This design comes from an exercise in tuning for small area, a short achievable clock period and few clock cycles on the open sky130 flow, not from production work.
At most, simulation tests tie the RTL to the original design; equivalence was not proved.
Power figures rest on the tool's default switching activity, not on a simulated workload.

v6:
// LASER
module LASER (
input CLK,
input RST,
input [3:0] X,
input [3:0] Y,
output [3:0] C1X,
output [3:0] C1Y,
output [3:0] C2X,
output [3:0] C2Y,
output reg DONE);
For scale: roughly 7,100 cells after synthesis, roughly 960 flip-flops, roughly 0.068 mm^2 of cells after synthesis.
Settings: LEC_CHECK=0, ABC_CLOCK_PERIOD_IN_PS=3500, CAP_MARGIN=20, CORE_MARGIN=2, CORE_UTILIZATION=65, SLEW_MARGIN=20; clock period 11.0 ns.
run.sh (not shown) runs the stock make flow with config.mk's settings and CLKGATE_MAP_FILE= SYNTH_SCRIPT=/design/flow/synth_recipe.tcl, a recipe that flattens the netlist after the stock synthesis.
Testbench counts of v6, summed over its fixed seeds: cycles 4,812.
For v7, these inputs were changed with respect to v6:
diff --git a/flow/design.v b/flow/design.v
--- a/flow/design.v
+++ b/flow/design.v
@@ -222,39 +222,39 @@
     assign ocv[gk] = f_le4(l, oth[7:4]) & f_le4(oth[7:4], h);
 end
 endgenerate
 wire [10:0] pa [0:15];
 wire [5:0] cnt [0:15];
 generate
 for (gu = 0; gu < 16; gu = gu + 1) begin : pcs
     LASER_pcA ua (.a(cv[gu]), .m(pa[gu]));
     LASER_pcB ub (.m(part[gu]), .s(cnt[gu]));
 end
 endgenerate
 wire [6:0] k0 = {1'b1, cnt[0]};
-wire [6:0] k1 = {1'b1, cnt[1]};
-wire [6:0] k2 = {1'b1, cnt[2]};
-wire [6:0] k3 = {1'b1, cnt[3]};
-wire [6:0] k4 = {1'b1, cnt[4]};
-wire [6:0] k5 = {1'b1, cnt[5]};
-wire [6:0] k6 = {1'b1, cnt[6]};
-wire [6:0] k7 = {1'b1, cnt[7]};
-wire [6:0] k8 = {1'b1, cnt[8]};
-wire [6:0] k9 = {1'b1, cnt[9]};
-wire [6:0] k10 = {1'b1, cnt[10]};
-wire [6:0] k11 = {1'b1, cnt[11]};
-wire [6:0] k12 = {1'b1, cnt[12]};
-wire [6:0] k13 = {1'b1, cnt[13]};
-wire [6:0] k14 = {1'b1, cnt[14]};
-wire [6:0] k15 = {1'b1, cnt[15]};
+wire [6:0] k1 = {xs != 0, cnt[1]};
+wire [6:0] k2 = {xs != 0, cnt[2]};
+wire [6:0] k3 = {xs != 0, cnt[3]};
+wire [6:0] k4 = {xs != 0, cnt[4]};
+wire [6:0] k5 = {xs != 0, cnt[5]};
+wire [6:0] k6 = {xs != 0, cnt[6]};
+wire [6:0] k7 = {xs != 0, cnt[7]};
+wire [6:0] k8 = {xs != 0, cnt[8]};
+wire [6:0] k9 = {xs != 0, cnt[9]};
+wire [6:0] k10 = {xs != 0, cnt[10]};
+wire [6:0] k11 = {xs != 0, cnt[11]};
+wire [6:0] k12 = {xs != 0, cnt[12]};
+wire [6:0] k13 = {xs != 0, cnt[13]};
+wire [6:0] k14 = {xs != 0, cnt[14]};
+wire [6:0] k15 = {xs != 0, cnt[15]};
 wire c0_1 = f_ge7(k1, k0);
 wire c0_2 = f_ge7(k2, k0);
 wire c0_3 = f_ge7(k3, k0);
 wire c1_2 = f_ge7(k2, k1);
 wire c1_3 = f_ge7(k3, k1);
 wire c2_3 = f_ge7(k3, k2);
 wire w0 = ~c0_1 & ~c0_2 & ~c0_3;
 wire w1 = c0_1 & ~c1_2 & ~c1_3;
 wire w2 = c0_2 & c1_2 & ~c2_3;
 wire w3 = c0_3 & c1_3 & c2_3;
 wire [6:0] grk0 = ({7{w0}} & k0) | ({7{w1}} & k1) | ({7{w2}} & k2) | ({7{w3}} & k3);
 wire [1:0] grl0 = ({2{w1}} & 2'd1) | ({2{w2}} & 2'd2) | ({2{w3}} & 2'd3);
@@ -354,25 +354,25 @@
     end
     DONE <= 1'b0;
     if (RST) begin
         run <= 1'b0;
         icnt <= 0;
         s2v <= 1'b0;
         s3v <= 1'b0;
     end else if (!run) begin
         icnt <= icnt + 1;
         if (icnt == 39) begin
             run <= 1'b1;
             mode <= M_PRE;
-            xn <= 1;
+            xn <= 0;
             first <= 1'b1;
             cur <= 1'b0;
             pass <= 0;
             cA <= 0;
             cB <= 0;
         end
     end else if (DONE) begin
         run <= 1'b0;
         icnt <= 0;
         s2v <= 1'b0;
         s3v <= 1'b0;
     end else begin
- Part of the total power dissipated in combinational logic (lower): v7
- Core footprint: v6 vs v7, no meaningful difference
- Going from v6 to v7, proportion of layout cells with a drive suffix above 1 shrank by 0.29 points, global-route wire length before repair fell by 1.0%, switching power share of the total stayed essentially flat.
- Changes observed in v7 relative to v6: compound-gate portion of the synthesized area neither gained nor lost much; combinational power saw a decrease; parity-gate share of the synthesized area counting xor and xnor cells stayed essentially flat.
- In the metrics for v7 and v6, the one carrying the higher detailed-router iteration count before antenna repair is v7.
- Any difference in share of the final layout cell area in sequential cells between v6 and v7 is small enough to ignore.
The RTL of v7 was laid out without a check of its function.

==> port drivers added, routing unchanged <==
In the flow no input, the clock included, has a driving cell. The finished layouts below were timed again as built, in two steps. Step 1 assumes that a clkbuf_16 drives the clock port and a buf_2 every other input. Step 2 moves the port delays by t, midway between the first and last clock arrival at a register: inputs arrive t later, outputs are due t later. That takes back most of the time a late clock gives input paths. Three values: no drivers, after step 1, after step 2; two values: the first two.
run | t (ns) | slack for setup (ns) | latest minus earliest clock arrival (ns) | worst data-port slew with drivers (ns)
v6 | 0.778 | 6.119 / 6.119 / 6.119 | 0.033 / 0.032 | 0.04
v7 | 0.790 | 6.058 / 6.058 / 6.058 | 0.020 / 0.019 | 0.04
After both steps setup and hold are still met in every run listed.
